From an optimization exercise on the open Yosys and OpenROAD flow, aimed at small area, a short achievable clock period and few clock cycles; shortcuts taken in it are not production practice.
Function was not checked in any run shown here: the RTL went through the layout flow alone.
Power and IR drop assume default switching activity.

File: flow/run.sh
#!/bin/bash
# Standard ORFS layout (the standard.sh: unchanged synthesis, floorplan,
# power grid, placement, CTS and routing) with a tighter setup target for the
# timing repair steps, so that the resizer also shortens paths that already
# meet the 10 ns clock. The constraints (constraint.sdc) are not changed.
# make's full output goes to standard_make.log; each ORFS step keeps its own
# log under orfs/logs/.
set -euo pipefail
bash standard.sh SETUP_SLACK_MARGIN=7.2 finish > standard_make.log 2>&1
File: standard.sh
#!/bin/bash
# synth_recipe.tcl (not shown) runs the flow's synth.tcl, then flattens the netlist and writes it again
# the make line also repeats each setting of config.mk as NAME=value (left out here)
make -C /OpenROAD-flow-scripts/flow DESIGN_CONFIG=/design/flow/config.mk WORK_HOME=/design/flow/orfs CLKGATE_MAP_FILE= SYNTH_SCRIPT=/design/flow/synth_recipe.tcl "${@:-finish}"
File: config.mk
export PLATFORM = sky130hd
export DESIGN_NAME = chip
export DESIGN_NICKNAME = chip
export VERILOG_FILES = /design/flow/design.v
export SDC_FILE = /design/flow/constraint.sdc
export NUM_CORES = 4
export LEC_CHECK = 0
export CAP_MARGIN = 20
export CORE_MARGIN = 2
export CORE_UTILIZATION = 65
export CTS_BUF_LIST = sky130_fd_sc_hd__clkbuf_4 sky130_fd_sc_hd__clkbuf_8
export SLEW_MARGIN = 20
File: constraint.sdc
create_clock -name core_clock -period 10.0 [get_ports {clk}]
set_input_delay 2.0000 -clock core_clock [delete_from_list [all_inputs] [get_ports {clk}]]
set_output_delay 2.0000 -clock core_clock [all_outputs]
set_load 0.01 [all_outputs]
File: design.v
module chip #(
    parameter int IN_BYTES  = 7,
    parameter int OUT_BYTES = 6
)(
    input wire clk,
    input wire rst_n,
    input wire in_valid,
    output reg in_ready,
    input  wire [7:0] in_data,
    output reg out_valid,
    input wire out_ready,
    output reg [7:0] out_data
);
    function automatic [7:0] crc8_upd(input [7:0] c, input [7:0] b);
        reg [7:0] t;
        integer i;
        begin
            t = c ^ b;
            for (i = 0; i < 8; i = i + 1)
                t = t[7] ? ((t << 1) ^ 8'h07) : (t << 1);
            crc8_upd = t;
        end
    endfunction
    function automatic [3:0] msb10(input [9:0] v);
        integer j;
        begin
            msb10 = 0;
            for (j = 0; j < 10; j = j + 1)
                if (v[j]) msb10 = j[3:0];
        end
    endfunction
    reg [2:0] icnt;      
    reg [7:0] din;       
    reg       acc_r;     
    reg [7:0] P;         
    reg       sg;        
    reg       dv;        
    reg       dfirst;    
    reg [9:0] S;         
    reg [7:0] Y;         
    reg [7:0] Z;         
    reg [7:0] crc_i;     
    reg       pok;       
    reg       full;      
    localparam [2:0] O_IDLE = 3'd0, O_LOAD = 3'd1, O_B0 = 3'd2, O_B1 = 3'd3,
                     O_B2 = 3'd4, O_B3 = 3'd5, O_B4 = 3'd6, O_B5 = 3'd7;
    reg [2:0] ost;       
    reg       lat;       
    reg [3:0] sh;
    reg       ok;
    reg [7:0] crc_o;     
    wire accept = in_valid & in_ready;
    wire ovalid = ost[2] | ost[1];           
    wire fire   = ovalid & out_ready;
    wire k0   = (icnt == 3'd1);
    wire k1   = (icnt == 3'd2);
    wire k4   = (icnt == 3'd5);
    wire k5   = (icnt == 3'd6);
    wire k6   = (icnt == 3'd0);
    wire kodd = (icnt == 3'd2) || (icnt == 3'd4) || (icnt == 3'd6);
    wire       zpair = k5;
    wire [8:0] tsum  = {P[7], P} + {~din[7], ~din} + {8'd0, ~zpair};
    wire [8:0] dnew  = tsum ^ {9{zpair}};
    wire [9:0] s_base = dfirst ? 10'd0 : S;
    wire [9:0] s_new  = s_base + {2'b00, P ^ {8{sg}}} + {9'd0, sg};
    wire [7:0] crc_i_new = crc8_upd(k0 ? 8'h00 : crc_i, din);
    wire       proc6     = acc_r && k6;
    wire latch_ok = full && !lat && (ost == O_IDLE || ost == O_B5);
    wire go       = (lat || latch_ok) && (ost == O_IDLE || (ost == O_B5 && out_ready));
    wire       use_z = (ost == O_B1) || (ost == O_B2);           
    wire       hi    = (ost == O_LOAD) || (ost == O_B1);         
    wire [7:0] v     = use_z ? Z : Y;
    wire [16:0] lsrc = {v[7], v, 8'h00};
    wire [16:0] lres = lsrc >> sh;
    wire        hbit = (sh[3] | (sh[2:0] == 3'd7)) ? v[7] : v[sh[2:0]];
    wire [7:0]  vbyte = ~ok ? 8'h00 : hi ? {{7{v[7]}}, hbit} : lres[7:0];
    wire [7:0]  crc_o_new = crc8_upd((ost == O_LOAD) ? 8'h00 : crc_o, vbyte);
    reg [2:0] icnt_n;
    reg       full_n;
    reg       lat_n;
    reg [2:0] ost_n;
    always @* begin
        icnt_n = icnt;
        if (accept) icnt_n = icnt_inc;
        full_n = (full & ~latch_ok) | proc6;
        lat_n  = (lat | latch_ok) & ~go;
        ost_n  = ost;
        if (go) ost_n = O_LOAD;
        else if (ost == O_LOAD) ost_n = O_B0;
        else if (fire) ost_n = (ost == O_B5) ? O_IDLE : ost + 3'd1;
    end
    wire [2:0] icnt_inc = (icnt == 3'd6) ? 3'd0 : icnt + 3'd1;
    wire is1 = accept ? (icnt == 3'd0) : (icnt == 3'd1);
    wire is4 = accept ? (icnt == 3'd3) : (icnt == 3'd4);
    wire is6 = accept ? (icnt == 3'd5) : (icnt == 3'd6);
    wire       go0 = (lat || latch_ok) && (ost == O_IDLE);
    wire       go1 = (lat || latch_ok) && (ost == O_IDLE || ost == O_B5);
    wire       lat_n0 = (lat | latch_ok) & ~go0;
    wire       lat_n1 = (lat | latch_ok) & ~go1;
    wire [2:0] ost_step = (ost == O_B5) ? O_IDLE : ost + 3'd1;
    wire [2:0] ost_n0 = go0 ? O_LOAD : (ost == O_LOAD) ? O_B0 : ost;
    wire [2:0] ost_n1 = go1 ? O_LOAD : (ost == O_LOAD) ? O_B0 : ovalid ? ost_step : ost;
    function automatic [2:0] conds(input fl, input lt, input [2:0] os);
        conds[0] = ~fl | (~lt & (os == O_IDLE || os == O_B5));
        conds[1] = ~fl & ~lt & ~(os == O_LOAD || os == O_B0);
        conds[2] = ~fl & ~lt & ~(os == O_LOAD || os == O_B0 || os == O_B1 || os == O_B2);
    endfunction
    wire [2:0] c0 = conds(full_n, lat_n0, ost_n0);
    wire [2:0] c1 = conds(full_n, lat_n1, ost_n1);
    wire [2:0] c  = out_ready ? c1 : c0;
    wire ready_n = ~((is1 & ~c[0]) | (is4 & ~c[1]) | (is6 & ~c[2]));
    always @(posedge clk) begin
        din <= in_data;
        if (!rst_n) begin
            icnt      <= 3'd0;
            acc_r     <= 1'b0;
            dv        <= 1'b0;
            full      <= 1'b0;
            lat       <= 1'b0;
            ost       <= O_IDLE;
            out_valid <= 1'b0;
            in_ready  <= 1'b1;
        end else begin
            icnt     <= icnt_n;
            acc_r    <= accept;
            full     <= full_n;
            lat      <= lat_n;
            ost      <= ost_n;
            in_ready <= ready_n;
            dv       <= acc_r & kodd;
            if (ost == O_LOAD) out_valid <= 1'b1;
            else if (fire && ost == O_B5) out_valid <= 1'b0;
        end
        if (acc_r) begin
            crc_i <= crc_i_new;
            if (k6) pok <= (crc_i_new == 8'h00);
            if (kodd) begin
                P      <= dnew[7:0];
                sg     <= dnew[8];
                dfirst <= k1;
            end else begin
                P      <= din;
            end
            if (k4) Y <= P;
            if (k6) Z <= P;
        end
        if (dv) S <= s_new;
        if (latch_ok) begin
            sh <= msb10(S);
            ok <= pok;
        end
        if (ost == O_LOAD) begin
            out_data <= vbyte;
            crc_o    <= crc_o_new;
        end else if (fire) begin
            case (ost)
                O_B0, O_B1, O_B2: out_data <= vbyte;
                O_B3:             out_data <= crc_o;
                O_B4:             out_data <= ok ? 8'h01 : 8'h02;
                default:          ;
            endcase
            if (ost == O_B0 || ost == O_B1 || ost == O_B2) crc_o <= crc_o_new;
        end
    end
endmodule
==> results.toml, run 1 <==
[critical_path]
critPathArrivalTime_ns = 3.22
worst-endpoint-required_ns = 10.23
cell_chain_critical_path = "buf_6 > and2_4 > o21ai_2 > nand2_1 > buf_4 > a21oi_2 > nor2_1 > nor3_1 > o32ai_1 > a21oi_1 > o21ai_1"
worst_path_dominant_cell_family = "compound AO/OA/AOI/OAI gates"
worst_path_largest_cell_delay_ns = 0.15
timing_worst_setup_path_type = "in -> reg"
setup.worst_path.end_class = "register"
critical_path_peak_fanout = 4
path_buf_inv = 2
timing.critical_path.slowest_stage_cell = "sky130_fd_sc_hd__a21oi_1"
setup.worst_path.start_class = "input pin"

[placement]
io_buffer_count = 21
post_dp_cell_area_um2 = 5790
place.detailed.hpwl_mm = 7.99
globalplace.congestion = 0.881

[clock_tree]
cts_tree = "done"
tritoncts_num_sinks = 86
cts-root-to-sink-buffers = 2
clkLatencyLatePin_ns = 0.37
cts_hold_buffers = 0
cts_max_level = 3
clockRootBuffer = "sky130_fd_sc_hd__clkbuf_8"
clkSlewWorstSetupHoldPaths_ns = 0.09
tritoncts.num_buffers = 9

[floorplanning]
floorplan.die.width_um = 95.7
boundaryPins = 22
initial_util_pct = 66.9
dieArea_um2 = 9160
fp.dieH_um = 95.7
core-area_um2 = 8180
rows = 33

[route]
drt-wirelength-per-cell_um = 17.1
drt.antenna.violating_nets = 0
routed-via-count = 4193
route.detailed.drc = 0
avgViaCountPerCell = 6.01
detail_route.iter0.violations = 237
routed_wirelength_mm = 11.9
drt_first_pass_iters = 5

[final_layout]
antennaDiodeCount = 0
nets = 625
flow.area_growth_from_synthesis_pct = 18.9
finalCoreUtilization_pct = 79.6
design_area_um2 = 6500
share_of_post_route_cells_with_drive_strength_above_1_pct = 22.4
layout.filler_cells = 520

[timing]
layout_min_cycle_time_ns = 2.99
rsz0062_at_grt = "true"
timing_worst_slew_pin_value_ns = 0.799
fin_setup_tns_ns = 0
setup_viol = 0
final-hold-violation-count = 0
finClkSkew_ns = 0.0101
maxClockFrequency_mhz = 335
finalCritPeriodShare_pct = 29.9
timing.slew.headroom_pct = 46.6
finalMaxSlewViolations = 0

[run_status]
status = "finished clean"

[yosys]
netlist-cell-type-count = 64
yosysWarningCount = 1
synth-async-reset-ratio_pct = 0
synth.net_count = 579
synth.yosys.seq_area_share_pct = 43.6
synth_ff_type = "sky130_fd_sc_hd__edfxtp_1"
syn_area_cell_um2 = 10.1
synth.cell_area_um2 = 5470
synth.ff_latch_count = 86
netlist_instances = 542
synth_edf_count = 66

[power]
vdd_ir_drop_max_uv = 137
total_leakage_power_nw = 2.49
pwr_density_nw_per_um2 = 227

[grt]
overflow = 0
grt_antenna_before_repair = 0
tot_gr_track_use_pct = 26.1
grt_pass1_wl_mm = 18.5
grt_start_max_net_pins = 18
vias_in_the_first_global_route = 3935

[flow_run]
drv.max_cap_violation_count = 0

[worst_hold_path]
worst_hold_path_type = "reg -> reg"
==> layout make-up <==
cell class	count	area [um2]	share of cell area [%]
inverter	28	113	1.73
clock buffer	9	124	1.90
tap	105	131	2.02
multi-input combinational	407	3150	48.5
clock inverter	7	105	1.62
sequential	86	2400	36.9
timing repair buffer	56	474	7.29
==> synth_stat cells, drive strengths merged, types with 2 or more instances <==
| cell type | number | area [um2] |
|---|---|---|
| a211oi | 2 | 15.0 |
| a21boi | 4 | 30.0 |
| a21o | 7 | 52.6 |
| a21oi | 34 | 178 |
| a22o | 3 | 26.3 |
| a22oi | 6 | 45.0 |
| a311oi | 2 | 17.5 |
| a31oi | 12 | 96.3 |
| and2 | 9 | 56.3 |
| and3 | 2 | 12.5 |
| buf | 5 | 32.5 |
| clkbuf | 16 | 61.3 |
| dfxtp | 20 | 400 |
| edfxtp | 66 | 1980 |
| fa | 2 | 40.0 |
| ha | 23 | 288 |
| inv | 27 | 101 |
| mux2 | 6 | 67.6 |
| mux2i | 10 | 116 |
| mux4 | 6 | 146 |
| nand2 | 53 | 199 |
| nand2b | 12 | 77.6 |
| nand3 | 7 | 35.0 |
| nand3b | 3 | 22.5 |
| nor2 | 43 | 161 |
| nor2b | 14 | 87.6 |
| nor3 | 8 | 40.0 |
| o211ai | 3 | 22.5 |
| o21ai | 36 | 188 |
| o21bai | 5 | 37.5 |
| o22ai | 4 | 25.0 |
| o31ai | 2 | 15.0 |
| o32ai | 2 | 25.0 |
| or2 | 2 | 12.5 |
| xnor2 | 48 | 435 |
| xor2 | 27 | 236 |
==> metrics by stage <==
| stage | cells | worst slack (ns) | hold slack (ns) | power [W] |
|---|---|---|---|---|
| after floorplan | 542 | 6.78 | 0.400 | 0.000984 |
| after global placement | 648 | 6.21 | 0.410 | 0.00107 |
| after detailed placement | 648 | 6.14 | 0.405 | 0.00110 |
| after CTS | 684 | 7.04 | 0.427 | 0.00141 |
| after global routing | 698 | 6.95 | 0.432 | 0.00156 |
| final | 698 | 7.01 | 0.420 | 0.00148 |
==> power by group <==
group | leakage (nW) | switching (W) | internal [W]
clock network | 0.118 | 0.000138 | 0.000145
registers | 0.778 | 0.0000467 | 0.000488
logic | 1.60 | 0.000353 | 0.000305
==> repair_timing <==
action	4_1_cts	5_1_grt
setup endpoints to repair	50	40
buffers inserted	20	14
resized for setup	79	30
pin swaps	23	25
==> path summary, 6_finish.rpt <==
path	slack [ns]	endpoint	depth (start not counted)	from
setup reg to reg	7.09	crc_o[4]$_DFFE_PP_	11	ost[1]$_SDFFE_PP0P_
setup / recovery	7.01	in_ready$_SDFF_PN1_	11	in_valid
hold reg to reg	0.42	ok$_DFFE_PP_	0	pok$_DFFE_PP_
hold / removal	0.42	ok$_DFFE_PP_	0	pok$_DFFE_PP_
==> routing by layer <==
layer | wire length (um) | track usage (%)
met1 | 5200 | 34.2
met2 | 5940 | 44.2
met3 | 522 | 3.52
met4 | 237 | 10.0
met5 | 0 | 0
==> registers in the layout, indices dropped and copies added, names as in the netlist <==
register   cells
P              8
sg             1
Z              8
acc_r          1
lat            1
in_ready       1
din            8
sh             4
pok            1
ok             1
S             10
ost            3
dv             1
crc_i          8
Y              8
out_data       8
icnt           3
crc_o          8
full           1
dfirst         1
out_valid      1
==> worst register-to-register path, cell delays in order (launching register included) <==
cell and delay, ns:
sky130_fd_sc_hd__dfxtp_4 0.39, sky130_fd_sc_hd__clkinvlp_4 0.11, sky130_fd_sc_hd__ha_4 0.18, sky130_fd_sc_hd__mux2i_4 0.20, sky130_fd_sc_hd__buf_12 0.17, sky130_fd_sc_hd__mux4_2 0.30, sky130_fd_sc_hd__mux2_4 0.28, sky130_fd_sc_hd__a211o_1 0.36
sky130_fd_sc_hd__o21ai_2 0.23, sky130_fd_sc_hd__xnor2_2 0.17, sky130_fd_sc_hd__xnor2_2 0.12, sky130_fd_sc_hd__xnor2_1 0.14
==> kinds of logic after synthesis <==
family                   Yosys count  share of synthesized area [%]
AND/OR/NAND/NOR                  159                           13.7
flip-flops                        86                           43.6
XOR/XNOR                          75                           12.3
buffers and inverters             49                           3.64
adder cells (fa/ha/maj)           25                           5.99
AO/OA/AOI/OAI                    126                           14.8
multiplexers                      22                           6.04
==> cell usage in the layout, fill, tap and decap left out, types with 20 or more instances in the layout <==
cell type                  count
sky130_fd_sc_hd__a21oi_1      28
sky130_fd_sc_hd__buf_4        28
sky130_fd_sc_hd__edfxtp_1     66
sky130_fd_sc_hd__ha_1         20
sky130_fd_sc_hd__inv_1        25
sky130_fd_sc_hd__nand2_1      51
sky130_fd_sc_hd__nor2_1       41
sky130_fd_sc_hd__o21ai_0      29
sky130_fd_sc_hd__xnor2_1      41
sky130_fd_sc_hd__xor2_1       27
==> inputs of run 2 (changes only) <==
--- a/flow/run.sh
+++ b/flow/run.sh
@@ -8,2 +8,2 @@
 set -euo pipefail
-bash standard.sh SETUP_SLACK_MARGIN=7.2 finish > standard_make.log 2>&1
+bash standard.sh SETUP_SLACK_MARGIN=7.0 finish > standard_make.log 2>&1
==> results.toml, run 2 <==
[run_status]
status = "finished clean"

[clock_tree]
clkSlewWorstSetupHoldPaths_ns = 0.09
cts_tree = "done"
cts_hold_buffers = 0
cts_max_level = 3
clockRootBuffer = "sky130_fd_sc_hd__clkbuf_8"
cts-root-to-sink-buffers = 2
tritoncts_num_sinks = 86
clkLatencyLatePin_ns = 0.36
tritoncts.num_buffers = 9

[route]
routed-via-count = 4129
drt_first_pass_iters = 5
route.detailed.drc = 0
drt-wirelength-per-cell_um = 16.8
routed_wirelength_mm = 11.5
drt.antenna.violating_nets = 0
detail_route.iter0.violations = 332
avgViaCountPerCell = 6.02

[power]
switching_power_w = 0.000511
power.sequential.fraction_pct = 38.9
total_leakage_power_nw = 2.39
sw_frac_of_total_pct = 37.1
pwr_density_nw_per_um2 = 220
combinationalPowerShare_pct = 45.1
cell_internal_power_w = 0.000864
clock_power_share_pct = 16.1
vdd_ir_drop_max_uv = 161
totalPowerFinal_w = 0.00137

[yosys]
synth_edf_count = 66
netlist_instances = 542
syn_area_cell_um2 = 10.1
post-synth-top-area-fraction_pct = 36.2
synth.ff_latch_count = 86
yosys.area.top_type = "sky130_fd_sc_hd__edfxtp_1"
synth.area.top_cells = "sky130_fd_sc_hd__edfxtp_1 (36%), sky130_fd_sc_hd__xnor2_1 (7.4%), sky130_fd_sc_hd__dfxtp_1 (7.3%)"
synth.cell_area_um2 = 5470
synthMostInstantiatedCell = "sky130_fd_sc_hd__edfxtp_1"
synth_ff_type = "sky130_fd_sc_hd__edfxtp_1"
synthTopCellsByCount = "sky130_fd_sc_hd__edfxtp_1 (66), sky130_fd_sc_hd__nand2_1 (53), sky130_fd_sc_hd__xnor2_1 (46)"
synth.net_count = 579
synth.yosys.seq_area_share_pct = 43.6
netlist-cell-type-count = 64
yosysWarningCount = 1
synth-async-reset-ratio_pct = 0

[worst_hold_path]
hold_end = "ok$_DFFE_PP_"
worst_hold_path_type = "reg -> reg"
holdPathStages = 0
min-delay-start = "pok$_DFFE_PP_"

[critical_path]
timing_worst_setup_path_type = "in -> reg"
rr_endpoint = "crc_o[5]$_DFFE_PP_"
path_buf_inv = 3
regToRegStartpoint = "ost[0]$_SDFFE_PN0P_"
setup.worst_path.end_class = "register"
rr_worst_depth = 12
worst-endpoint-required_ns = 10.28
critPathArrivalTime_ns = 3.39
worst_path_largest_cell_delay_ns = 0.29
timing.critical_path.slowest_stage_cell = "sky130_fd_sc_hd__a211oi_1"
timing.reg2reg.setup_slack_ns = 7.02
cell_chain_critical_path = "buf_8 > nand4b_1 > o21ai_2 > nand2_2 > buf_4 > buf_4 > nand2_1 > a211oi_1 > a21oi_1 > o32ai_1 > a21oi_1 > o21ai_1"
setup.worst_path.start_class = "input pin"
worst_path_dominant_cell_family = "compound AO/OA/AOI/OAI gates"
critical_path_peak_fanout = 4

[final_layout]
antennaDiodeCount = 0
share_of_post_route_cells_with_drive_strength_above_1_pct = 17.6
multiInputGateArea_um2 = 3060
layout.filler_cells = 563
design_area_um2 = 6260
largest_reg_flops = 10
register_with_the_most_flip_flops = "S"
flow.area_growth_from_synthesis_pct = 14.5
mostFrequentLayoutCell = "sky130_fd_sc_hd__edfxtp_1"
nets = 613
ff_latch_area_um2 = 2390
final_cell_mix = "sky130_fd_sc_hd__edfxtp_1 (66), sky130_fd_sc_hd__nand2_1 (51), sky130_fd_sc_hd__nor2_1 (42)"

[floorplanning]
core-area_um2 = 8180
floorplan.die.width_um = 95.7
rows = 33
boundaryPins = 22
fp.dieH_um = 95.7
initial_util_pct = 66.9
dieArea_um2 = 9160

[timing]
rsz0062_at_grt = "true"
timing_worst_slew_pin_value_ns = 0.798
maxClockFrequency_mhz = 322
final-hold-violation-count = 0
setup_viol = 0
fin_setup_tns_ns = 0
layout_min_cycle_time_ns = 3.11
finalMaxSlewViolations = 0
finalCritPeriodShare_pct = 31.1
timing.slew.headroom_pct = 46.7
finClkSkew_ns = 0.0110

[placement]
post_dp_cell_area_um2 = 5750
place.detailed.hpwl_mm = 8.16
globalplace.congestion = 0.928
io_buffer_count = 21

[flow_run]
drv.max_cap_violation_count = 0

[grt]
vias_in_the_first_global_route = 3915
grt_pass1_wl_mm = 18.7
grt_antenna_before_repair = 0
grt_start_max_net_pins = 18
tot_gr_track_use_pct = 26.3
overflow = 0
run 2: repair_timing:
item                       CTS  global route
buffers inserted             8            14
pin swaps                   12            11
resized for setup           44            33
setup endpoints to repair   45            35
run 2: through the flow:
step	hold slack (ns)	instances	setup WS [ns]	utilization, %
floorplan	0.400	542	6.78	-
global placement	0.407	648	6.21	70.3
detailed placement	0.420	648	6.12	70.3
CTS	0.441	672	6.96	74.3
global route	0.455	686	6.85	76.6
finish	0.433	686	6.89	76.6
run 2: worst max-delay path by stage:
stage	startpoint	endpoint	slack, ns	cells past startpoint
floorplan	in_valid	in_ready$_SDFF_PN1_	6.78	8
global placement	in_valid	in_ready$_SDFF_PN1_	6.21	9
detailed placement	in_valid	in_ready$_SDFF_PN1_	6.12	9
CTS	ost[0]$_SDFFE_PN0P_	crc_o[2]$_DFFE_PP_	6.96	13
global route	in_valid	in_ready$_SDFF_PN1_	6.85	12
finish	in_valid	in_ready$_SDFF_PN1_	6.89	12
run 2: cell type report:
cell class | count | share of cell area, %
inverter | 28 | 1.76
multi-input combinational | 407 | 48.9
clock buffer | 9 | 1.98
timing repair buffer | 44 | 6.23
tap | 105 | 2.10
sequential | 86 | 38.2
clock inverter | 7 | 0.779
run 2: worst reg2reg max path: stages, from the launching register on:
cell	delay, ns
sky130_fd_sc_hd__dfxtp_4	0.41
sky130_fd_sc_hd__clkinvlp_4	0.14
sky130_fd_sc_hd__ha_4	0.20
sky130_fd_sc_hd__mux2i_4	0.16
sky130_fd_sc_hd__buf_12	0.16
sky130_fd_sc_hd__mux2i_4	0.25
sky130_fd_sc_hd__nor2b_1	0.10
sky130_fd_sc_hd__mux2_2	0.29
sky130_fd_sc_hd__a211o_1	0.33
sky130_fd_sc_hd__o21ai_2	0.24
sky130_fd_sc_hd__xnor2_2	0.12
sky130_fd_sc_hd__xnor2_2	0.24
sky130_fd_sc_hd__xnor2_1	0.10
run 2: kinds of logic after synthesis:
family	share of synthesized area, %
AO/OA/AOI/OAI	14.8
adder cells (fa/ha/maj)	5.99
buffers and inverters	3.64
flip-flops	43.6
XOR/XNOR	12.3
AND/OR/NAND/NOR	13.7
multiplexers	6.04
run 2: power by group through the flow:
| stage | registers (W) | clock network [W] | logic, W |
|---|---|---|---|
| floorplan | 0.000527 | 0 | 0.000442 |
| global placement | 0.000537 | 0 | 0.000520 |
| detailed placement | 0.000540 | 0 | 0.000539 |
| CTS | 0.000533 | 0.000225 | 0.000570 |
| global route | 0.000541 | 0.000242 | 0.000677 |
| finish | 0.000534 | 0.000221 | 0.000619 |
run 2: metal layers:
layer	vias to the layer above	share of wire [%]	routed length (um)	global-route usage (%)
met1	1961	44	5130	36.3
li1	1988	-	-	-
met5	-	0	0	0
met2	153	48	5580	43.0
met3	27	5.2	601	4.46
met4	0	2.0	231	7.74
==> inputs of run 3 (changes only) <==
--- a/design.v
+++ b/design.v
@@ -77,2 +77,3 @@
     wire [7:0]  crc_o_new = crc8_upd((ost == O_LOAD) ? 8'h00 : crc_o, vbyte);
+    wire [2:0] icnt_inc = (icnt == 3'd6) ? 3'd0 : icnt + 3'd1;
     reg [2:0] icnt_n;
@@ -91,6 +92,6 @@
     end
-    wire [2:0] icnt_inc = (icnt == 3'd6) ? 3'd0 : icnt + 3'd1;
-    wire is1 = accept ? (icnt == 3'd0) : (icnt == 3'd1);
-    wire is4 = accept ? (icnt == 3'd3) : (icnt == 3'd4);
-    wire is6 = accept ? (icnt == 3'd5) : (icnt == 3'd6);
+    wire on_byte  = (icnt == 3'd1) || (icnt == 3'd4) || (icnt == 3'd6);    
+    wire pre_byte = (icnt == 3'd0) || (icnt == 3'd3) || (icnt == 3'd5);    
+    wire t1 = (icnt == 3'd0) || (icnt == 3'd1);
+    wire t4 = (icnt == 3'd3) || (icnt == 3'd4);
     wire       go0 = (lat || latch_ok) && (ost == O_IDLE);
@@ -102,11 +103,11 @@
     wire [2:0] ost_n1 = go1 ? O_LOAD : (ost == O_LOAD) ? O_B0 : ovalid ? ost_step : ost;
-    function automatic [2:0] conds(input fl, input lt, input [2:0] os);
-        conds[0] = ~fl | (~lt & (os == O_IDLE || os == O_B5));
-        conds[1] = ~fl & ~lt & ~(os == O_LOAD || os == O_B0);
-        conds[2] = ~fl & ~lt & ~(os == O_LOAD || os == O_B0 || os == O_B1 || os == O_B2);
+    function automatic cond(input ty1, input ty4, input fl, input lt, input [2:0] os);
+        if (ty1)      cond = ~fl | (~lt & (os == O_IDLE || os == O_B5));
+        else if (ty4) cond = ~fl & ~lt & ~(os == O_LOAD || os == O_B0);
+        else          cond = ~fl & ~lt & ~(os == O_LOAD || os == O_B0 || os == O_B1 || os == O_B2);
     endfunction
-    wire [2:0] c0 = conds(full_n, lat_n0, ost_n0);
-    wire [2:0] c1 = conds(full_n, lat_n1, ost_n1);
-    wire [2:0] c  = out_ready ? c1 : c0;
-    wire ready_n = ~((is1 & ~c[0]) | (is4 & ~c[1]) | (is6 & ~c[2]));
+    wire c0 = cond(t1, t4, full_n, lat_n0, ost_n0);
+    wire c1 = cond(t1, t4, full_n, lat_n1, ost_n1);
+    wire c  = out_ready ? c1 : c0;
+    wire ready_n = c | ~(on_byte | pre_byte) | (on_byte & accept) | (pre_byte & ~accept);
     always @(posedge clk) begin
==> results.toml, run 3 <==
[grt]
gr-max-usage-layer = "met2"
grt_antenna_before_repair = 0
tot_gr_track_use_pct = 27.6
met1_usage_pct = 36.9
vias_in_the_first_global_route = 4014
grt_pass1_wl_mm = 19.6
global_route.usage.met3_pct = 3.76
grt_start_max_net_pins = 26
routing_usage_on_met2_pct = 47.1
overflow = 0

[critical_path]
timing.critical_path.slowest_stage_cell = "sky130_fd_sc_hd__mux4_2"
setup.worst_path.end_class = "register"
cell_chain_critical_path = "inv_4 > ha_4 > mux2i_4 > buf_12 > mux4_2 > mux4_2 > a21oi_4 > nor2_2 > xor2_2 > xnor2_2 > xnor3_1"
rr_worst_depth = 11
worst-endpoint-required_ns = 10.11
setup.worst_path.start_class = "register"
worst_path_largest_cell_delay_ns = 0.51
timing.reg2reg.setup_slack_ns = 6.98
rr_endpoint = "crc_o[3]$_DFFE_PP_"
critPathLaunch = "ost[1]$_SDFFE_PP0P_"
regToRegStartpoint = "ost[1]$_SDFFE_PP0P_"
critPathArrivalTime_ns = 3.13
timing_worst_setup_path_type = "reg -> reg"
timing.critical_path.mode_cell = "sky130_fd_sc_hd__mux4_2"
endpoint = "crc_o[3]$_DFFE_PP_"
critical_path_peak_fanout = 6

[placement]
post_dp_cell_area_um2 = 5800
place.detailed.instances = 666
globalplace.congestion = 0.930
place.detailed.hpwl_mm = 8.53
io_buffer_count = 21

[route]
drt-wirelength-per-cell_um = 17.7
detail_route.iter0.violations = 263
avgViaCountPerCell = 6.12
route.detailed.drc = 0
drt_first_pass_iters = 5
drt.antenna.violating_nets = 0
routed_wirelength_mm = 12.4
routed-via-count = 4299

[power]
totalPowerFinal_w = 0.00171
pwr_density_nw_per_um2 = 266
total_leakage_power_nw = 2.53
vdd_ir_drop_max_uv = 146

[floorplanning]
boundaryPins = 22
dieArea_um2 = 9260
rows = 33
fp.dieH_um = 96.2
floorplan.die.width_um = 96.2
initial_util_pct = 67.3
core-area_um2 = 8220

[clock_tree]
cts-root-to-sink-buffers = 2
clkLatencyLatePin_ns = 0.36
clkSlewWorstSetupHoldPaths_ns = 0.09
tritoncts_num_sinks = 86
cts_tree = "done"
cts_hold_buffers = 0
tritoncts.num_buffers = 9
clockRootBuffer = "sky130_fd_sc_hd__clkbuf_8"
cts_max_level = 3

[yosys]
synthTopCellsByCount = "sky130_fd_sc_hd__edfxtp_1 (66), sky130_fd_sc_hd__nand2_1 (55), sky130_fd_sc_hd__nor2_1 (42)"
synth_edf_count = 66
synth-async-reset-ratio_pct = 0
yosysWarningCount = 1
synthMostInstantiatedCell = "sky130_fd_sc_hd__edfxtp_1"
synth.area.top_cells = "sky130_fd_sc_hd__edfxtp_1 (36%), sky130_fd_sc_hd__dfxtp_1 (7.2%), sky130_fd_sc_hd__xnor2_1 (5.9%)"
synth.yosys.seq_area_share_pct = 43.1
post-synth-top-area-fraction_pct = 35.8
synth.net_count = 602
synth.cell_area_um2 = 5530
netlist-cell-type-count = 59
syn_area_cell_um2 = 9.79
netlist_instances = 565
yosys.area.top_type = "sky130_fd_sc_hd__edfxtp_1"
synth.ff_latch_count = 86
synth_ff_type = "sky130_fd_sc_hd__edfxtp_1"

[timing]
timing_worst_slew_pin_value_ns = 0.843
finClkSkew_ns = 0.0143
final-hold-violation-count = 0
setup_viol = 0
timing.slew.headroom_pct = 43.8
maxClockFrequency_mhz = 331
hold_slack_ns = 0.438
layout_min_cycle_time_ns = 3.02
rsz0062_at_grt = "true"
finalMaxSlewViolations = 0
finalCritPeriodShare_pct = 30.2
fin_setup_tns_ns = 0

[final_layout]
largest_reg_flops = 10
antennaDiodeCount = 0
register_with_the_most_flip_flops = "S"
mostFrequentLayoutCell = "sky130_fd_sc_hd__edfxtp_1"
flow.area_growth_from_synthesis_pct = 16.1
final_cell_count_no_fill = 703
design_area_um2 = 6420
final_cell_mix = "sky130_fd_sc_hd__edfxtp_1 (66), sky130_fd_sc_hd__nand2_1 (55), sky130_fd_sc_hd__nor2_1 (41)"
nets = 630
share_of_post_route_cells_with_drive_strength_above_1_pct = 16.1

[flow_run]
drv.max_cap_violation_count = 0

[worst_hold_path]
worst_hold_path_type = "reg -> reg"

[run_status]
status = "finished clean"
run 3: cell types whose count changed after synthesis, moves of 4 or more:
cell	previous run	this run
sky130_fd_sc_hd__a31oi_1	10	4
sky130_fd_sc_hd__o21bai_1	5	1
sky130_fd_sc_hd__clkbuf_1	15	22
sky130_fd_sc_hd__xnor2_1	46	37
sky130_fd_sc_hd__a21o_1	7	11
sky130_fd_sc_hd__nand3_1	7	11
sky130_fd_sc_hd__mux2i_1	8	14
sky130_fd_sc_hd__inv_1	27	31
sky130_fd_sc_hd__and3_1	2	6
run 3: layout make-up:
cell class / count / area, um2
clock buffer: 9 / 124
multi-input combinational: 422 / 3140
fill: 552 / 1790
sequential: 86 / 2400
inverter: 32 / 123
clock inverter: 7 / 120
tap: 105 / 131
timing repair buffer: 42 / 388
run 3: worst min path at each step:
| stage | start | endpoint | slack (ns) | cells past startpoint |
|---|---|---|---|---|
| after floorplan | pok$_DFFE_PP_ | ok$_DFFE_PP_ | 0.40 | 0 |
| after global placement | pok$_DFFE_PP_ | ok$_DFFE_PP_ | 0.41 | 0 |
| after detailed placement | pok$_DFFE_PP_ | ok$_DFFE_PP_ | 0.42 | 0 |
| after CTS | pok$_DFFE_PP_ | ok$_DFFE_PP_ | 0.44 | 0 |
| after global routing | pok$_DFFE_PP_ | ok$_DFFE_PP_ | 0.44 | 0 |
| final | pok$_DFFE_PP_ | ok$_DFFE_PP_ | 0.44 | 0 |
run 3: where the power goes:
group | internal (W) | leakage (nW) | total [W] | switching (W)
combinational | 0.000378 | 1.64 | 0.000834 | 0.000455
clock | 0.000167 | 0.120 | 0.000300 | 0.000133
sequential | 0.000514 | 0.777 | 0.000574 | 0.0000597
run 3: kinds of logic (layout without fill, tap and decap cells):
kind of cell,count (synthesis),count (layout),share of synthesized area [%]
AOI/OAI and AO/OA,132,132,15.3
xor gates and xnor gates,66,66,10.8
DFF,86,86,43.1
and+or+nand+nor,175,175,15.2
adders and majority gates,25,25,5.93
buffers and inverters,57,90,4.05
muxes,24,24,5.59
run 3: stage by stage:
| step | util [%] | setup slack, ns |
|---|---|---|
| CTS | 75.3 | 6.86 |
| finish | 78.2 | 6.98 |
| detailed placement | 70.5 | 6.18 |
| global placement | 70.5 | 6.25 |
| floorplan | - | 6.95 |
| global route | 78.2 | 6.87 |
run 3: worst max-delay path, delay by kind of cell, from the launching register on:
kind / cells / cell delay [ns]
multiplexers: 3 / 1.07
XOR/XNOR: 3 / 0.68
flip-flops: 1 / 0.41
buffers and inverters: 2 / 0.22
adder cells (fa/ha/maj): 1 / 0.17
AO/OA/AOI/OAI: 1 / 0.16
AND/OR/NAND/NOR: 1 / 0.06
run 3: repair_timing:
item | in CTS | in global routing
cloned | 0 | 1
setup endpoints to repair | 47 | 23
pin swaps | 5 | 6
hold endpoints to repair | 0 | 0
gates resized for setup | 38 | 33
buffers inserted | 8 | 12
run 3: metal layers:
layer / vias to the layer above / wire, um / part of all wire [%]
li1: 2067 / - / -
met1: 2078 / 5370 / 43
met2: 141 / 6300 / 51
met3: 13 / 620 / 5.0
met4: 0 / 147 / 1.2
met5: - / 0 / 0
==> inputs of run 4 (changes only) <==
--- a/design.v
+++ b/design.v
@@ -76,3 +76,3 @@
     wire [7:0]  vbyte = ~ok ? 8'h00 : hi ? {{7{v[7]}}, hbit} : lres[7:0];
-    wire [7:0]  crc_o_new = crc8_upd((ost == O_LOAD) ? 8'h00 : crc_o, vbyte);
+    wire [7:0]  crc_o_new = crc8_upd((ost == O_B0) ? 8'h00 : crc_o, out_data);
     wire [2:0] icnt_inc = (icnt == 3'd6) ? 3'd0 : icnt + 3'd1;
@@ -152,9 +152,7 @@
         end
-        if (ost == O_LOAD) begin
-            out_data <= vbyte;
-            crc_o    <= crc_o_new;
-        end else if (fire) begin
+        if (ost == O_LOAD) out_data <= vbyte;
+        else if (fire) begin
             case (ost)
                 O_B0, O_B1, O_B2: out_data <= vbyte;
-                O_B3:             out_data <= crc_o;
+                O_B3:             out_data <= crc_o_new;
                 O_B4:             out_data <= ok ? 8'h01 : 8'h02;
==> results.toml, run 4 <==
[final_layout]
multiInputGateArea_um2 = 3080
antennaDiodeCount = 0
layout.filler_cells = 595
flow.area_growth_from_synthesis_pct = 10.7
share_of_post_route_cells_with_drive_strength_above_1_pct = 12.2
final_cell_mix = "sky130_fd_sc_hd__edfxtp_1 (66), sky130_fd_sc_hd__xnor2_1 (57), sky130_fd_sc_hd__nor2_1 (38)"
finalCoreUtilization_pct = 74.5
largest_reg_flops = 10
nets = 612
register_with_the_most_flip_flops = "S"
mostFrequentLayoutCell = "sky130_fd_sc_hd__edfxtp_1"
final_cell_count_no_fill = 685
ff_latch_area_um2 = 2390

[critical_path]
cell_chain_critical_path = "clkdlybuf4s15_2 > o311ai_4 > a211o_1 > o21ai_1 > or4b_4"
timing_worst_setup_path_type = "in -> reg"
setup.worst_path.start_class = "input pin"
critPathArrivalTime_ns = 3.26
worst-endpoint-required_ns = 10.24
worst_path_dominant_cell_family = "simple AND/OR/NAND/NOR gates"
worst_path_largest_cell_delay_ns = 0.50
critical_path_peak_fanout = 10
setup.worst_path.end_class = "register"
path_buf_inv = 1
timing.critical_path.slowest_stage_cell = "sky130_fd_sc_hd__or4b_4"

[timing]
finalMaxSlewViolations = 0
setup_viol = 0
fin_setup_tns_ns = 0
maxClockFrequency_mhz = 331
finClkSkew_ns = 0.00985
finalCritPeriodShare_pct = 30.3
layout_min_cycle_time_ns = 3.03
timing_worst_slew_pin_value_ns = 0.877
final-hold-violation-count = 0
rsz0062_at_grt = "true"
timing.slew.headroom_pct = 41.4

[route]
drt_first_pass_iters = 5
drt.antenna.violating_nets = 0
route.detailed.drc = 0
drt-wirelength-per-cell_um = 16.9
avgViaCountPerCell = 6.15
routed-via-count = 4211
detail_route.iter0.violations = 240
routed_wirelength_mm = 11.6

[clock_tree]
cts_hold_buffers = 0
cts_tree = "done"
clockRootBuffer = "sky130_fd_sc_hd__clkbuf_8"
clkSlewWorstSetupHoldPaths_ns = 0.09
cts-root-to-sink-buffers = 2
cts_max_level = 3
clkLatencyLatePin_ns = 0.36
tritoncts_num_sinks = 86
tritoncts.num_buffers = 9

[run_status]
status = "finished clean"

[yosys]
synth.area.top_cells = "sky130_fd_sc_hd__edfxtp_1 (36%), sky130_fd_sc_hd__xnor2_1 (9.0%), sky130_fd_sc_hd__dfxtp_1 (7.2%)"
synth.yosys.seq_area_share_pct = 42.9
synth_edf_count = 66
netlist_instances = 552
synth.ff_latch_count = 86
netlist-cell-type-count = 62
post-synth-top-area-fraction_pct = 35.7
synthTopCellsByCount = "sky130_fd_sc_hd__edfxtp_1 (66), sky130_fd_sc_hd__xnor2_1 (57), sky130_fd_sc_hd__o21ai_0 (39)"
synth.net_count = 589
synthMostInstantiatedCell = "sky130_fd_sc_hd__edfxtp_1"
yosys.area.top_type = "sky130_fd_sc_hd__edfxtp_1"
synth_ff_type = "sky130_fd_sc_hd__edfxtp_1"
yosysWarningCount = 1
synth-async-reset-ratio_pct = 0
synth.cell_area_um2 = 5550
syn_area_cell_um2 = 10.1

[power]
cell_internal_power_w = 0.000844
power.sequential.fraction_pct = 38.7
total_leakage_power_nw = 2.29
combinationalPowerShare_pct = 42.1
vdd_ir_drop_max_uv = 143
clock_power_share_pct = 19.2
sw_frac_of_total_pct = 37.1
switching_power_w = 0.000497
pwr_density_nw_per_um2 = 218

[floorplanning]
core-area_um2 = 8260
rows = 33
fp.dieH_um = 96.4
floorplan.die.width_um = 96.4
dieArea_um2 = 9300
boundaryPins = 22
initial_util_pct = 67.2

[grt]
overflow = 0
vias_in_the_first_global_route = 3955
grt_start_max_net_pins = 21
grt_antenna_before_repair = 0
tot_gr_track_use_pct = 26.5
grt_pass1_wl_mm = 18.9

[placement]
globalplace.congestion = 0.937
place.detailed.instances = 657
place.detailed.hpwl_mm = 8.31
io_buffer_count = 21

[flow_run]
drv.max_cap_violation_count = 0

[worst_hold_path]
worst_hold_path_type = "reg -> reg"
## run 4: cell count changes in the layout (fill, tap and decap cells not counted), moves of 4 or more
cell                              before  now
sky130_fd_sc_hd__a21oi_1              32   26
sky130_fd_sc_hd__buf_2                 1    7
sky130_fd_sc_hd__buf_4                16   12
sky130_fd_sc_hd__clkdlybuf4s15_1       6    1
sky130_fd_sc_hd__ha_1                 19   23
sky130_fd_sc_hd__inv_1                29   21
sky130_fd_sc_hd__nand2_1              55   36
sky130_fd_sc_hd__nor2b_1              13   18
sky130_fd_sc_hd__nor3_1                8   13
sky130_fd_sc_hd__nor4_1                0    7
sky130_fd_sc_hd__xnor2_1              35   57
sky130_fd_sc_hd__xor2_1               24   31
## run 4: stage by stage
step	worst slack [ns]	power (W)	hold WS, ns	cell area [um2]
after global routing	6.95	0.00142	0.461	6150
after CTS	6.95	0.00133	0.432	6120
after floorplan	6.85	0.000944	0.400	5600
final	6.97	0.00134	0.435	6150
after detailed placement	6.23	0.00106	0.411	5840
after global placement	6.29	0.00105	0.412	5840
## run 4: cells by family after synthesis
family	Yosys count	share of synthesized area, %
AO/OA/AOI/OAI	119	13.2
XOR/XNOR	88	13.9
adder cells (fa/ha/maj)	25	5.90
buffers and inverters	43	3.02
flip-flops	86	42.9
multiplexers	17	4.75
AND/OR/NAND/NOR	174	16.3
## run 4: worst paths after layout
check	startpoint	slack, ns	to	cells after the start
hold reg to reg	pok$_DFFE_PP_	0.43	ok$_DFFE_PP_	0
setup / recovery	out_ready	6.97	in_ready$_SDFF_PN1_	5
hold / removal	pok$_DFFE_PP_	0.43	ok$_DFFE_PP_	0
setup reg to reg	P[0]$_DFFE_PP_	7.16	sg$_DFFE_PP_	9
## run 4: area by class of cell
cell class / count / share of cell area, %
Multi-Input combinational cell: 423 / 50.1
Sequential cell: 86 / 38.9
Timing Repair Buffer: 33 / 4.17
Tap cell: 105 / 2.14
Clock buffer: 9 / 2.01
Inverter: 22 / 1.34
Clock inverter: 7 / 1.32
## run 4: power groups by stage
stage | Clock [W] | Sequential [W] | Combinational, W
floorplan | 0 | 0.000518 | 0.000426
global placement | 0 | 0.000530 | 0.000518
detailed placement | 0 | 0.000532 | 0.000533
CTS | 0.000260 | 0.000518 | 0.000554
global route | 0.000274 | 0.000527 | 0.000623
finish | 0.000257 | 0.000519 | 0.000565
## run 4: what timing repair did
action | 4_1_cts | 5_1_grt
setup endpoints to repair | 31 | 10
setup buffers | 9 | 3
pin swaps | 5 | 0
resized for setup | 54 | 9
## run 4: routing by layer
| layer | part of all wire, % | GRT usage [%] | vias up |
|---|---|---|---|
| li1 | - | - | 2042 |
| met1 | 43 | 35.9 | 2010 |
| met2 | 50 | 45.5 | 145 |
| met3 | 5.4 | 4.03 | 14 |
| met4 | 1.4 | 5.99 | 0 |
| met5 | 0 | 0 | - |
==> inputs of run 5 (changes only) <==
--- a/config.mk
+++ b/config.mk
@@ -9,4 +9,6 @@
 export CORE_MARGIN = 2
-export CORE_UTILIZATION = 65
-export CTS_BUF_LIST = sky130_fd_sc_hd__clkbuf_4 sky130_fd_sc_hd__clkbuf_8
+export CORE_UTILIZATION = 75
+export CTS_BUF_LIST = sky130_fd_sc_hd__clkbuf_8
+export CTS_CLUSTER_DIAMETER = 100
+export CTS_CLUSTER_SIZE = 40
 export SLEW_MARGIN = 20
==> results.toml, run 5 <==
[run_status]
status = "finished clean"

[clock_tree]
clockRootBuffer = "sky130_fd_sc_hd__clkbuf_8"
cts_hold_buffers = 0
tritoncts_num_sinks = 86
clkLatencyLatePin_ns = 0.37
cts-root-to-sink-buffers = 2
cts_max_level = 3
tritoncts.num_buffers = 9
cts_tree = "done"
clkSlewWorstSetupHoldPaths_ns = 0.08

[floorplanning]
dieArea_um2 = 8110
boundaryPins = 22
fp.dieH_um = 90.0
rows = 31
floorplan.die.width_um = 90.0
initial_util_pct = 77.0
core-area_um2 = 7210

[grt]
grt_pass1_wl_mm = 20.2
global_route.usage.met3_pct = 3.94
grt_start_max_net_pins = 21
vias_in_the_first_global_route = 4212
overflow = 0
routing_usage_on_met2_pct = 54.8
grt_antenna_before_repair = 0
met1_usage_pct = 39.9
gr-max-usage-layer = "met2"
tot_gr_track_use_pct = 31.2

[timing]
layout_min_cycle_time_ns = 2.99
rsz0062_at_grt = "true"
fin_setup_tns_ns = 0
final-hold-violation-count = 0
finClkSkew_ns = 0.00731
setup_viol = 0
maxClockFrequency_mhz = 335
timing.slew.headroom_pct = 43.8
finalMaxSlewViolations = 0
timing_worst_slew_pin_value_ns = 0.842
finalCritPeriodShare_pct = 29.9

[yosys]
synth_ff_type = "sky130_fd_sc_hd__edfxtp_1"
netlist-cell-type-count = 62
post-synth-top-area-fraction_pct = 35.7
synth_edf_count = 66
synth.area.mux_share_pct = 4.75
synth.yosys.seq_area_share_pct = 42.9
synth.ff_latch_count = 86
synth.cell_area_um2 = 5550
yosys.area.top_type = "sky130_fd_sc_hd__edfxtp_1"
syn_area_cell_um2 = 10.1
synthTopCellsByCount = "sky130_fd_sc_hd__edfxtp_1 (66), sky130_fd_sc_hd__xnor2_1 (57), sky130_fd_sc_hd__o21ai_0 (39)"
synth_area_in_compound_gates_pct = 13.2
synth.net_count = 589
synth-async-reset-ratio_pct = 0
netlist_instances = 552
arithmetic_cell_share_of_the_synthesized_area_counting_full_adders_half_adders_and_majority_gates_pct = 5.90
synth.area.top_cells = "sky130_fd_sc_hd__edfxtp_1 (36%), sky130_fd_sc_hd__xnor2_1 (9.0%), sky130_fd_sc_hd__dfxtp_1 (7.2%)"
simple_gate_area_share_of_the_yosys_netlist_pct = 16.3
synthMostInstantiatedCell = "sky130_fd_sc_hd__edfxtp_1"
yosys.area_share.xor_xnor_pct = 13.9
yosysWarningCount = 1
largest_family_of_logic_cells_by_synthesized_area = "simple AND/OR/NAND/NOR gates"

[critical_path]
critPathArrivalTime_ns = 0.99
worst_path_dominant_cell_family = "flip-flops"
setup.worst_path.start_class = "register"
worst_path_largest_cell_delay_ns = 0.38
critical_path_peak_fanout = 4
setup.worst_path.end_class = "output pin"
cell_chain_critical_path = "clkdlybuf4s15_2"
path_buf_inv = 1
timing_worst_setup_path_type = "reg -> out"
timing.critical_path.slowest_stage_cell = "sky130_fd_sc_hd__dfxtp_2"
worst-endpoint-required_ns = 8.00

[final_layout]
final_cell_mix = "sky130_fd_sc_hd__edfxtp_1 (66), sky130_fd_sc_hd__xnor2_1 (57), sky130_fd_sc_hd__nor2_1 (37)"
flow.area_growth_from_synthesis_pct = 11.2
share_of_post_route_cells_with_drive_strength_above_1_pct = 12.9
mostFrequentLayoutCell = "sky130_fd_sc_hd__edfxtp_1"
finalCoreUtilization_pct = 85.6
antennaDiodeCount = 0
largest_reg_flops = 10
register_with_the_most_flip_flops = "S"
final_cell_count_no_fill = 681
nets = 614

[route]
detail_route.iter0.violations = 423
drt.antenna.violating_nets = 0
route.detailed.drc = 0
drt_first_pass_iters = 7
avgViaCountPerCell = 6.44
drt-wirelength-per-cell_um = 18.4
routed-via-count = 4389
routed_wirelength_mm = 12.5

[placement]
place.detailed.instances = 651
place.detailed.hpwl_mm = 8.62
io_buffer_count = 21
globalplace.congestion = 0.921

[flow_run]
drv.max_cap_violation_count = 0

[worst_hold_path]
worst_hold_path_type = "reg -> reg"

[power]
pwr_density_nw_per_um2 = 220
vdd_ir_drop_max_uv = 143
total_leakage_power_nw = 2.30
==> run 5: routing by layer <==
metal | vias up | share of wire (%)
li1 | 2043 | -
met1 | 2090 | 41
met3 | 45 | 6.7
met5 | - | 0
met2 | 211 | 49
met4 | 0 | 3.1
==> run 5: through the flow <==
step | cell area [um2] | hold WS (ns) | power (W) | setup slack, ns
5_1_grt | 6180 | 0.439 | 0.00142 | 6.98
6_report | 6180 | 0.429 | 0.00136 | 7.01
3_3_place_gp | 5830 | 0.406 | 0.00104 | 6.29
2_1_floorplan | 5600 | 0.400 | 0.000944 | 6.85
3_5_place_dp | 5830 | 0.406 | 0.00107 | 6.21
4_1_cts | 6120 | 0.426 | 0.00134 | 6.96
==> run 5: layout make-up <==
class	count	area, um2
clock buffer	10	138
clock inverter	6	70.1
fill	391	1040
inverter	22	82.6
multi-input combinational	423	3100
sequential	86	2390
tap	99	124
timing repair buffer	35	275
==> run 5: path summary, 6_finish.rpt <==
| kind | slack (ns) | end | startpoint | cells past startpoint |
|---|---|---|---|---|
| worst max-delay path | 7.01 | in_ready | in_ready$_SDFF_PN1_ | 1 |
| worst min-delay path | 0.43 | ok$_DFFE_PP_ | pok$_DFFE_PP_ | 0 |
| worst max register to register | 7.08 | out_data[7]$_DFFE_PP_ | ost[0]$_SDFFE_PN0P_ | 7 |
| worst min register to register | 0.43 | ok$_DFFE_PP_ | pok$_DFFE_PP_ | 0 |
==> run 5: repair_timing <==
item,in CTS,in global routing
endpoints found under the setup margin,31,7
pin swaps,5,6
buffers inserted,10,4
gates resized for setup,53,14
==> run 5: logic make-up after synthesis <==
kind of cell / after synthesis
simple gates: 174
compound gates: 119
xor+xnor: 88
flops: 86
buf+inv: 43
fa+ha+maj: 25
mux: 17
==> run 5: report_power, final <==
part / leakage (nW) / switching [W] / total, W / internal [W]
Sequential: 0.777 / 0.0000461 / 0.000520 / 0.000473
Clock: 0.0951 / 0.000132 / 0.000255 / 0.000123
Combinational: 1.42 / 0.000328 / 0.000582 / 0.000254
Total: 2.30 / 0.000506 / 0.00136 / 0.000851
==> inputs of run 6 (changes only) <==
--- a/design.v
+++ b/design.v
@@ -44,5 +44,5 @@
     reg       full;      
-    localparam [2:0] O_IDLE = 3'd0, O_LOAD = 3'd1, O_B0 = 3'd2, O_B1 = 3'd3,
-                     O_B2 = 3'd4, O_B3 = 3'd5, O_B4 = 3'd6, O_B5 = 3'd7;
-    reg [2:0] ost;       
+    localparam [2:0] O_LOAD = 3'd0, O_B0 = 3'd1, O_B1 = 3'd2, O_B2 = 3'd3,
+                     O_B3 = 3'd4, O_B4 = 3'd5, O_B5 = 3'd6, O_IDLE = 3'd7;
+    reg [2:0] ost;
     reg       lat;       
@@ -52,3 +52,3 @@
     wire accept = in_valid & in_ready;
-    wire ovalid = ost[2] | ost[1];           
+    wire ovalid = (ost != O_LOAD) && (ost != O_IDLE);    
     wire fire   = ovalid & out_ready;
@@ -67,6 +67,7 @@
     wire       proc6     = acc_r && k6;
-    wire latch_ok = full && !lat && (ost == O_IDLE || ost == O_B5);
+    wire ost_end  = ost[2] & ost[1];                        
+    wire latch_ok = full && !lat && ost_end;
     wire go       = (lat || latch_ok) && (ost == O_IDLE || (ost == O_B5 && out_ready));
-    wire       use_z = (ost == O_B1) || (ost == O_B2);           
-    wire       hi    = (ost == O_LOAD) || (ost == O_B1);         
+    wire       use_z = ~ost[2] & ost[1];                    
+    wire       hi    = ~ost[2] & ~ost[0];                   
     wire [7:0] v     = use_z ? Z : Y;
@@ -78,16 +79,6 @@
     wire [2:0] icnt_inc = (icnt == 3'd6) ? 3'd0 : icnt + 3'd1;
-    reg [2:0] icnt_n;
-    reg       full_n;
-    reg       lat_n;
-    reg [2:0] ost_n;
-    always @* begin
-        icnt_n = icnt;
-        if (accept) icnt_n = icnt_inc;
-        full_n = (full & ~latch_ok) | proc6;
-        lat_n  = (lat | latch_ok) & ~go;
-        ost_n  = ost;
-        if (go) ost_n = O_LOAD;
-        else if (ost == O_LOAD) ost_n = O_B0;
-        else if (fire) ost_n = (ost == O_B5) ? O_IDLE : ost + 3'd1;
-    end
+    wire [2:0] icnt_n   = accept ? icnt_inc : icnt;
+    wire       full_n   = (full & ~latch_ok) | proc6;
+    wire       lat_n    = (lat | latch_ok) & ~go;
+    wire [2:0] ost_n    = go ? O_LOAD : (ost == O_LOAD || fire) ? ost + 3'd1 : ost;
     wire on_byte  = (icnt == 3'd1) || (icnt == 3'd4) || (icnt == 3'd6);    
@@ -96,13 +87,12 @@
     wire t4 = (icnt == 3'd3) || (icnt == 3'd4);
-    wire       go0 = (lat || latch_ok) && (ost == O_IDLE);
-    wire       go1 = (lat || latch_ok) && (ost == O_IDLE || ost == O_B5);
+    wire       go0    = (lat || latch_ok) && (ost == O_IDLE);
+    wire       go1    = (lat || latch_ok) && ost_end;
     wire       lat_n0 = (lat | latch_ok) & ~go0;
     wire       lat_n1 = (lat | latch_ok) & ~go1;
-    wire [2:0] ost_step = (ost == O_B5) ? O_IDLE : ost + 3'd1;
     wire [2:0] ost_n0 = go0 ? O_LOAD : (ost == O_LOAD) ? O_B0 : ost;
-    wire [2:0] ost_n1 = go1 ? O_LOAD : (ost == O_LOAD) ? O_B0 : ovalid ? ost_step : ost;
+    wire [2:0] ost_n1 = go1 ? O_LOAD : (ost == O_LOAD || ovalid) ? ost + 3'd1 : ost;
     function automatic cond(input ty1, input ty4, input fl, input lt, input [2:0] os);
-        if (ty1)      cond = ~fl | (~lt & (os == O_IDLE || os == O_B5));
-        else if (ty4) cond = ~fl & ~lt & ~(os == O_LOAD || os == O_B0);
-        else          cond = ~fl & ~lt & ~(os == O_LOAD || os == O_B0 || os == O_B1 || os == O_B2);
+        if (ty1)      cond = ~fl | (~lt & os[2] & os[1]);    
+        else if (ty4) cond = ~lt & (os[2] | os[1]);           
+        else          cond = ~lt & os[2];                     
     endfunction
--- a/config.mk
+++ b/config.mk
@@ -9,6 +9,4 @@
 export CORE_MARGIN = 2
-export CORE_UTILIZATION = 75
-export CTS_BUF_LIST = sky130_fd_sc_hd__clkbuf_8
-export CTS_CLUSTER_DIAMETER = 100
-export CTS_CLUSTER_SIZE = 40
+export CORE_UTILIZATION = 65
+export CTS_BUF_LIST = sky130_fd_sc_hd__clkbuf_4 sky130_fd_sc_hd__clkbuf_8
 export SLEW_MARGIN = 20
==> results.toml, run 6 <==
[clock_tree]
tritoncts.num_buffers = 9
clkSlewWorstSetupHoldPaths_ns = 0.09
clockRootBuffer = "sky130_fd_sc_hd__clkbuf_8"
clkLatencyLatePin_ns = 0.36
tritoncts_num_sinks = 86
cts_hold_buffers = 0
cts_max_level = 3
cts-root-to-sink-buffers = 2
cts_tree = "done"

[yosys]
netlist_instances = 528
synth_ff_type = "sky130_fd_sc_hd__edfxtp_1"
netlist-cell-type-count = 73
synth.area.top_cells = "sky130_fd_sc_hd__edfxtp_1 (36%), sky130_fd_sc_hd__dfxtp_1 (7.3%), sky130_fd_sc_hd__xnor2_1 (6.8%)"
post-synth-top-area-fraction_pct = 35.9
synth-async-reset-ratio_pct = 0
synthTopCellsByCount = "sky130_fd_sc_hd__edfxtp_1 (66), sky130_fd_sc_hd__xnor2_1 (43), sky130_fd_sc_hd__nand2_1 (36), sky130_fd_sc_hd__nor2_1 (36), sky130_fd_sc_hd__xor2_1 (32)"
synth_edf_count = 66
synth.ff_latch_count = 86
synth_area_in_compound_gates_pct = 13.4
yosysWarningCount = 1
synth.area.mux_share_pct = 5.94
synth.cell_area_um2 = 5520
yosys.area.top_type = "sky130_fd_sc_hd__edfxtp_1"
synthMostInstantiatedCell = "sky130_fd_sc_hd__edfxtp_1"
synth.net_count = 565
yosys.area_share.xor_xnor_pct = 12.9
arithmetic_cell_share_of_the_synthesized_area_counting_full_adders_half_adders_and_majority_gates_pct = 5.94
simple_gate_area_share_of_the_yosys_netlist_pct = 14.8
synth.yosys.seq_area_share_pct = 43.2
syn_area_cell_um2 = 10.4
largest_family_of_logic_cells_by_synthesized_area = "simple AND/OR/NAND/NOR gates"

[timing]
maxClockFrequency_mhz = 334
fin_setup_tns_ns = 0
rsz0062_at_grt = "true"
finalCritPeriodShare_pct = 29.9
finClkSkew_ns = 0.00655
timing.slew.headroom_pct = 38.4
layout_min_cycle_time_ns = 2.99
postLayoutSetupSlackWorst_ns = 7.01
final-hold-violation-count = 0
timing_worst_slew_pin_value_ns = 0.922
finalMaxSlewViolations = 0
setup_viol = 0

[final_layout]
register_with_the_most_flip_flops = "S"
finalCoreUtilization_pct = 73.1
largest_reg_flops = 10
nets = 590
antennaDiodeCount = 0
share_of_post_route_cells_with_drive_strength_above_1_pct = 13.8
layout.filler_cells = 625
ff_latch_area_um2 = 2390
final_cell_mix = "sky130_fd_sc_hd__edfxtp_1 (66), sky130_fd_sc_hd__xnor2_1 (43), sky130_fd_sc_hd__nor2_1 (36)"
multiInputGateArea_um2 = 2940
flow.area_growth_from_synthesis_pct = 8.92
mostFrequentLayoutCell = "sky130_fd_sc_hd__edfxtp_1"

[floorplanning]
initial_util_pct = 67.1
fp.dieH_um = 96.1
rows = 33
dieArea_um2 = 9240
boundaryPins = 22
core-area_um2 = 8220
floorplan.die.width_um = 96.1

[route]
routed_wirelength_mm = 11.1
route.detailed.drc = 0
drt-wirelength-per-cell_um = 16.7
routed-via-count = 3997
avgViaCountPerCell = 6.03
detail_route.iter0.violations = 359
drt_first_pass_iters = 5
drt.antenna.violating_nets = 0

[worst_hold_path]
min-delay-start = "pok$_DFFE_PP_"
holdPathStages = 0
worst_hold_path_type = "reg -> reg"

[critical_path]
setup.worst_path.end_class = "register"
timing_worst_setup_path_type = "reg -> reg"
cell_chain_critical_path = "ha_1 > a21oi_2 > inv_1 > fa_1 > a21o_1 > a21o_1 > a21o_1 > a21oi_1 > xnor2_1 > mux2_2"
setup.worst_path.start_class = "register"
regToRegStartpoint = "P[0]$_DFFE_PP_"
timing.critical_path.mode_cell = "sky130_fd_sc_hd__a21o_1"
worst_path_largest_cell_delay_ns = 0.50
timing.critical_path.slowest_stage_cell = "sky130_fd_sc_hd__edfxtp_1"
critPathArrivalTime_ns = 3.11
worst-endpoint-required_ns = 10.12
rr_worst_depth = 10
critical_path_peak_fanout = 6
critPathLaunch = "P[0]$_DFFE_PP_"

[placement]
place_ws_ns = 6.32
globalplace.congestion = 0.965
io_buffer_count = 21
place.detailed.hpwl_mm = 8.18

[grt]
grt_antenna_before_repair = 0
overflow = 0
grt_start_max_net_pins = 27
grt_pass1_wl_mm = 18.2
tot_gr_track_use_pct = 25.8
vias_in_the_first_global_route = 3854

[flow_run]
drv.max_cap_violation_count = 0

[power]
vdd_ir_drop_max_uv = 134
total_leakage_power_nw = 2.29
pwr_density_nw_per_um2 = 214

[run_status]
status = "finished clean"
## run 6: cell count changes after synthesis, sizes merged, moves of 4 or more
cell,before,now
and2,7,2
and3,5,9
mux2,2,8
a31oi,4,9
clkbuf,17,11
o22ai,4,10
nor4,8,3
nor2b,19,14
xnor2,57,44
buf,4,8
inv,21,27
o21ai,39,23
## run 6: kinds of logic after synthesis
| family | Yosys count |
|---|---|
| flops | 86 |
| fa+ha+maj | 25 |
| compound gates | 112 |
| xor+xnor | 78 |
| simple gates | 156 |
| buf+inv | 48 |
| mux | 23 |
## run 6: area by class of cell
cell class              instances  share of cell area [%]
clock buffers                   9                    2.06
repair buffers                 33                    4.25
inverters                      29                    1.83
clock inverters                 7                   0.916
flip-flops and latches         86                    39.8
well taps                     105                    2.19
multi-input cells             394                    49.0
## run 6: per-layer routing
| layer | GRT usage [%] | up-vias | routed length, um |
|---|---|---|---|
| li1 | - | 1962 | - |
| met1 | 34.1 | 1919 | 4920 |
| met2 | 43.4 | 102 | 5510 |
| met3 | 4.39 | 14 | 489 |
| met4 | 7.86 | 0 | 162 |
| met5 | 0 | - | 0 |
## run 6: worst max-delay path: cells and delay by family (launching register included)
kind,cells,cell delay [ns]
XOR/XNOR,1,0.11
flip-flops,1,0.50
buffers and inverters,1,0.08
AO/OA/AOI/OAI,5,1.03
adder cells (fa/ha/maj),2,0.77
multiplexers,1,0.26
## run 6: repair_timing
action                                  in CTS  in global routing
resized for setup                           39                  8
endpoints found under the hold margin        0                  0
endpoints found under the setup margin      33                 10
pin swaps                                    2                  0
buffers inserted                            10                  1
## run 6: path summary, 6_finish.rpt
kind / slack, ns / to
setup / recovery: 7.01 / P[6]$_DFFE_PP_
hold / removal: 0.43 / ok$_DFFE_PP_
setup reg to reg: 7.01 / P[6]$_DFFE_PP_
hold reg to reg: 0.43 / ok$_DFFE_PP_
## run 6: metrics by stage
stage / hold slack (ns) / power, W / cell area [um2] / std cells
6_report: 0.427 / 0.00129 / 6010 / 663
5_1_grt: 0.464 / 0.00138 / 6010 / 663
4_1_cts: 0.430 / 0.00129 / 6010 / 662
3_5_place_dp: 0.406 / 0.00105 / 5770 / 636
3_3_place_gp: 0.410 / 0.00103 / 5770 / 636
2_1_floorplan: 0.400 / 0.000938 / 5530 / 528
## run 6: where the power goes
part	total [W]	switching (W)	leakage, nW	internal, W
sequential	0.000519	0.0000568	0.772	0.000462
combinational	0.000540	0.000294	1.43	0.000246
clock	0.000229	0.000136	0.0866	0.0000929
total	0.00129	0.000487	2.29	0.000801
==> inputs of run 7 (changes only) <==
--- a/flow/run.sh
+++ b/flow/run.sh
@@ -8,2 +8,2 @@
 set -euo pipefail
-bash standard.sh SETUP_SLACK_MARGIN=7.0 finish > standard_make.log 2>&1
+bash standard.sh SETUP_SLACK_MARGIN=6.8 finish > standard_make.log 2>&1
==> results.toml, run 7 <==
[run_status]
status = "finished clean"

[final_layout]
flow.area_growth_from_synthesis_pct = 9.51
final_cell_mix = "sky130_fd_sc_hd__edfxtp_1 (66), sky130_fd_sc_hd__xnor2_1 (43), sky130_fd_sc_hd__nor2_1 (36), sky130_fd_sc_hd__nand2_1 (36), sky130_fd_sc_hd__xor2_1 (32)"
largest_reg_flops = 10

[critical_path]
critical_path_peak_fanout = 3
path_buf_inv = 1
setup.worst_path.end_class = "output pin"
cell_chain_critical_path = "dlygate4sd2_1"
timing.critical_path.slowest_stage_cell = "sky130_fd_sc_hd__edfxtp_1"
worst_path_dominant_cell_family = "flip-flops"
setup.worst_path.start_class = "register"
critPathArrivalTime_ns = 1.12

[yosys]
syn_area_cell_um2 = 10.4
synth_edf_count = 66
synthMostInstantiatedCell = "sky130_fd_sc_hd__edfxtp_1"
post-synth-top-area-fraction_pct = 35.9
synth_ff_type = "sky130_fd_sc_hd__edfxtp_1"
synth.net_count = 565
synth.area.top_cells = "sky130_fd_sc_hd__edfxtp_1 (36%), sky130_fd_sc_hd__dfxtp_1 (7.3%), sky130_fd_sc_hd__xnor2_1 (6.8%)"

[worst_hold_path]
worst_hold_path_type = "reg -> reg"
min-delay-start = "pok$_DFFE_PP_"

[clock_tree]
cts_tree = "done"
tritoncts_num_sinks = 86
cts-root-to-sink-buffers = 2
clkLatencyLatePin_ns = 0.36
clockRootBuffer = "sky130_fd_sc_hd__clkbuf_8"

[timing]
setup_viol = 0
layout_min_cycle_time_ns = 3.12
finalMaxSlewViolations = 0
rsz0062_at_grt = "false"
finalCritPeriodShare_pct = 31.2

[floorplanning]
rows = 33
floorplan.die.width_um = 96.1
fp.dieH_um = 96.1
core-area_um2 = 8220

[route]
drt_first_pass_iters = 5
routed-via-count = 4019
route.detailed.drc = 0
detail_route.iter0.violations = 326
routed_wirelength_mm = 11.2

[placement]
io_buffer_count = 21
place.detailed.hpwl_mm = 8.24
globalplace.congestion = 0.962

[grt]
tot_gr_track_use_pct = 26.3
grt_antenna_before_repair = 0
overflow = 0
vias_in_the_first_global_route = 3906

[power]
total_leakage_power_nw = 2.29

[flow_run]
drv.max_cap_violation_count = 0
[run 7: cell counts after synthesis]
Identical to the previous run, type by type.
[run 7: worst paths after layout]
| check | endpoint | slack, ns | depth (start not counted) |
|---|---|---|---|
| worst max-delay path | out_data[3] | 6.88 | 1 |
| worst min-delay path | ok$_DFFE_PP_ | 0.43 | 0 |
| worst max register to register | P[6]$_DFFE_PP_ | 7.00 | 10 |
| worst min register to register | ok$_DFFE_PP_ | 0.43 | 0 |
[run 7: layout make-up]
type | instances | area (um2)
Multi-Input combinational cell | 394 | 2940
Tap cell | 105 | 131
Clock buffer | 10 | 138
Clock inverter | 6 | 68.8
Sequential cell | 86 | 2390
Fill cell | 609 | 2180
Inverter | 29 | 113
Timing Repair Buffer | 29 | 260
[run 7: power by group]
| group | internal (W) | switching [W] | leakage (nW) | total [W] |
|---|---|---|---|---|
| Clock | 0.000124 | 0.000132 | 0.103 | 0.000257 |
| Combinational | 0.000246 | 0.000293 | 1.41 | 0.000539 |
| Sequential | 0.000462 | 0.0000590 | 0.771 | 0.000521 |
| Total | 0.000832 | 0.000485 | 2.29 | 0.00132 |
[run 7: logic make-up (layout without fill, tap and decap cells)]
| kind of cell | Yosys count | after routing | share of synthesized area (%) |
|---|---|---|---|
| fa+ha+maj | 25 | 25 | 5.94 |
| simple gates | 156 | 156 | 14.8 |
| flops | 86 | 86 | 43.2 |
| buf+inv | 48 | 74 | 3.83 |
| xor+xnor | 78 | 78 | 12.9 |
| mux | 23 | 23 | 5.94 |
| compound gates | 112 | 112 | 13.4 |
[run 7: stage by stage]
step / setup slack, ns / total power [W] / cells / area, um2 / hold slack, ns
3_3_place_gp: 6.14 / 0.00103 / 635 / 5760 / 0.410
3_5_place_dp: 6.06 / 0.00105 / 635 / 5760 / 0.408
4_1_cts: 6.81 / 0.00131 / 657 / 6010 / 0.429
5_1_grt: 6.81 / 0.00140 / 659 / 6040 / 0.449
6_report: 6.88 / 0.00132 / 659 / 6040 / 0.427
2_1_floorplan: 6.87 / 0.000934 / 528 / 5520 / 0.400
[run 7: metal layers]
layer,up-vias,routed length (um),global-route usage (%)
li1,1944,-,-
met2,126,5640,45.4
met4,0,146,8.33
met3,15,482,3.37
met1,1934,4900,34.4
met5,-,0,0
[run 7: what timing repair did]
action	4_1_cts	5_1_grt
endpoints found under the hold margin	0	0
gates resized for setup	14	5
pin swaps	1	1
endpoints found under the setup margin	20	20
setup buffers	6	2
cloned	0	0

Re-timed with assumed drivers on the ports (clkbuf_16 on the clock, buf_2 on other inputs), run 7 has 6.851 ns of setup slack against 6.884 ns with ideal ports, and 6.580 ns once port delays also move by the mid clock arrival of 0.384 ns.
